Context: an optimization exercise on an open-source flow, tuned for small area. The choices shown serve that exercise and are no tape-out recipe. Function was checked by simulation only, so behaviour that the tests miss may differ from the original. The clock port is modelled as an ideal driver, which makes a skipped or thinned clock tree look cheaper than it is; a real chip needs a root buffer or a tree.

==> v30: inputs <==
==> flow/design.v (excerpt) <==
module fir_lowpass
  (input  logic clock, reset,
   input  logic [15:0] xin,
   output logic [15:0] y);
    logic [15:0] xr;   
    logic [15:0] a1;   
    logic [15:0] a2;   
    logic [15:0] a3;   
    logic [14:0] a4;   
    logic [14:0] a5;   
    logic [14:0] a6;   
    logic [13:0] a7;   
    logic [13:0] a8;   
    logic [12:0] a9;   
    logic [15:0] d0;
    logic [15:0] d1;
    logic [15:0] d2;
    logic [15:0] d3;
    logic [14:0] d4;
    logic [14:0] d5;
    logic [14:0] d6;
    logic [13:0] d7;
    logic [13:0] d8;
    logic [12:0] d9;
    logic n1;
    logic n2;
    logic n3;
    logic n4;
    logic n5;
    logic n6;
    logic n7;
    logic n8;
    logic n9;
    logic n10;
    logic n11;
    logic n12;
    logic n13;
    logic n14;
    logic n15;
    logic n16;
    logic n17;
    logic n18;
    logic n19;
    logic n20;
    logic n21;
    logic n22;
    logic n23;
    logic n24;
    logic n25;
    logic n26;
    logic n27;
    logic n28;
    logic n29;
    logic n30;
    logic n31;
    logic n32;
    logic n33;
    logic n34;
    logic n35;
    logic n36;
    logic n37;
    logic n38;
    logic n39;
    logic n40;
    logic n41;
    logic n42;
    logic n43;
    logic n44;
    logic n45;
    logic n46;
    logic n47;
    logic n48;
    logic n49;
    logic n50;
    logic n51;
    logic n52;
    logic n53;
    logic n54;
    logic n55;
    logic n56;
    logic n57;
    logic n58;
    logic n59;
    logic n60;
    logic n61;
    logic n62;
    logic n63;
    logic n64;
    logic n65;
    logic n66;
    logic n67;
    logic n68;
    logic n69;
    logic n70;
    logic n71;
    logic n72;
    logic n73;
    logic n74;
    logic n75;
    logic n76;
    logic n77;
    logic n78;
    logic n79;
    logic n80;
    logic n81;
    logic n82;
    logic n83;
    logic n84;
    logic n85;
    logic n86;
    logic n87;
    logic n88;
    logic n89;
  ...
export LEC_CHECK = 0
export CAP_MARGIN = 20
export CORE_MARGIN = 2
export CORE_UTILIZATION = 85
export PLACE_DENSITY = 0.9
export SLEW_MARGIN = 20
export SYNTH_HIERARCHICAL = 1
create_clock -name core_clock -period 20.0 [get_ports {clock}]
standard.sh (not shown) runs the stock make flow with config.mk's settings and CLKGATE_MAP_FILE= SYNTH_SCRIPT=/design/flow/synth_recipe.tcl, a recipe that flattens the netlist after the stock synthesis.
==> flow/flow/run.sh <==
#!/bin/bash
# The standard layout (the standard.sh: ORFS synthesis through finish), with two changes:
# ports are buffered with the smallest buffer, and clock tree synthesis uses small clock buffers
# and inserts no dummy loads. Each tool's output is kept by ORFS under orfs/logs/; make's own
# output goes to make_finish.log here.
set -euo pipefail
CTS="-sink_clustering_enable -repair_clock_nets -dont_use_dummy_load -buf_list ${FLOW_CTS_BUF:-sky130_fd_sc_hd__clkbuf_8} -sink_clustering_size ${FLOW_CTS_SIZE:-14}"
bash standard.sh "BUFFER_PORTS_ARGS=-buffer_cell sky130_fd_sc_hd__buf_1" "CTS_ARGS=$CTS" finish > make_finish.log 2>&1
==> inputs of v15, as changes to v30 <==
Settings changed: CORE_UTILIZATION 85 to 70, PLACE_DENSITY 0.9 to unset.
==> qor.yml <==
worst_setup_path:
  crit_path_max_fanout: 5
  cp.depth: 38
  arrival_ns: 14.13
cts:
  clock_latency_ns: 0.46
status:
  outcome: "timing/DRC/antenna clean"
placed_design:
  place.gp.congestion: 0.980
layout:
  fin_util_pct: 75.5
die:
  fp-row-count: 43
drt:
  wl_met2_um: 9450
  wl_per_cell_um: 21.2
# the run above: v15

==> qor.yml <==
status:
  outcome: "timing/DRC/antenna clean"
placed_design:
  place.gp.congestion: 1.02
worst_setup_path:
  cp.depth: 37
  crit_path_max_fanout: 6
  arrival_ns: 15.05
die:
  fp-row-count: 39
drt:
  wl_met2_um: 13400
  wl_per_cell_um: 30.4
cts:
  clock_latency_ns: 0.47
# the run above: v30


========
==> inputs of wip/fjord <==
Another version of the RTL of fir_lowpass (not shown whole).
Settings: LEC_CHECK=0, CAP_MARGIN=20, CORE_MARGIN=2, CORE_UTILIZATION=70, SLEW_MARGIN=20, SYNTH_HIERARCHICAL=1; clock period 20.0 ns.
==> flow/flow/run.sh <==
#!/bin/bash
# The standard layout (standard.sh: ORFS from synthesis to finish) with three changes:
# - ports are buffered with the smallest buffer (BUFFER_PORTS_ARGS);
# - clock tree synthesis inserts no dummy loads;
# - after clock tree synthesis, flow/post_cts.tcl replaces its tree with a two-level tree of
#   fewer buffers (flow/mytree.tcl).
# ORFS keeps each tool's log under orfs/logs/; make's own output goes to make_finish.log here.
set -euo pipefail
here=$(pwd)
export POST_CTS_TCL="$here/flow/post_cts.tcl"
CTS="-sink_clustering_enable -repair_clock_nets -dont_use_dummy_load -buf_list sky130_fd_sc_hd__clkbuf_8"
bash standard.sh "BUFFER_PORTS_ARGS=-buffer_cell sky130_fd_sc_hd__buf_1" "CTS_ARGS=$CTS" "POST_CTS_TCL=$POST_CTS_TCL" finish > make_finish.log 2>&1
==> flow/flow/post_cts.tcl <==
# POST_CTS_TCL hook: swap the clock tree that clock_tree_synthesis built for a two-level tree of
# fewer, larger clock buffers (clock port -> one root buffer -> leaf buffers -> flip-flops),
# then legalize the placement again.
set here [file dirname $::env(POST_CTS_TCL)]
source $here/mytree.tcl
source $here/replace_tree.tcl
replace_clock_tree 10 sky130_fd_sc_hd__clkbuf_8 sky130_fd_sc_hd__clkbuf_4
detailed_placement
check_placement -verbose
estimate_parasitics -placement
Other scripts of this flow, unchanged in this note and not shown: flow/flow/mytree.tcl, flow/flow/replace_tree.tcl
==> inputs of wip/quartz, as changes to wip/fjord <==
--- a/flow/config.mk
+++ b/flow/config.mk
@@ -9,3 +9,3 @@
 export CORE_MARGIN = 2
-export CORE_UTILIZATION = 70
+export CORE_UTILIZATION = 55
 export SLEW_MARGIN = 20
==> inputs of wip/willow, as changes to wip/fjord <==
--- a/flow/flow/post_cts.tcl
+++ b/flow/flow/post_cts.tcl
@@ -6,3 +6,3 @@
 source $here/replace_tree.tcl
-replace_clock_tree 10 sky130_fd_sc_hd__clkbuf_8 sky130_fd_sc_hd__clkbuf_4
+replace_clock_tree 10 sky130_fd_sc_hd__clkbuf_8 sky130_fd_sc_hd__clkbuf_2
 detailed_placement
==> comparison table <==
| item | wip/willow | wip/quartz | wip/fjord |
|---|---|---|---|
| Outcome | complete, no violations | complete, no violations | complete, no violations |
| Die extent in y | 122.9 um | 138.1 um | 122.9 um |
| Initial Utilization | 71.57% | 55.66% | 71.57% |
| Avg WL per Cell | 20.86 um | 19.98 um | 20.92 um |
| Non-Filler Instances | 969 | 1019 | 969 |
| Post-synthesis to final-layout area growth | 4.527% | 5.197% | 4.552% |
| Filler cell count in the final layout | 905 | 1442 | 904 |
| Wl on met1 | 8888 um | 9556 um | 8924 um |
| Clock latency (worst-skew pair) | 770 ps | 600 ps | 580 ps |
In every run of this note, the design's own scripts or RTL, not TritonCTS, make the clock network.

-- afterwards: timing with drivers on the ports --
How much do the figures lean on ideal ports? The routed layouts below were timed once more, with nothing changed but the port constraints.
Step 1 assumes that a clkbuf_16 drives the clock port and a buf_2 every other input.
Step 2, shift: input delay + t, output delay - t, t = (earliest + latest rising clock arrival at the registers) / 2. This alone moves slack from input paths to output paths.
Slacks: no drivers / after step 1 / after step 2; pairs: no drivers / after step 1.
| run | shift t [ns] | setup slack, ns | worst slew at a driven data input, ns |
|---|---|---|---|
| v30 | 0.492 | 5.242 / 5.242 / 5.242 | 0.04 |
| v15 | 0.482 | 6.212 / 6.212 / 6.212 | 0.04 |
| wip/fjord | 0.602 | 5.880 / 5.880 / 5.880 | 0.04 |
| wip/quartz | 0.621 | 6.084 / 6.084 / 6.084 | 0.04 |
| wip/willow | 0.784 | 5.867 / 5.867 / 5.867 | 0.04 |
After both steps every run listed still meets setup and hold.
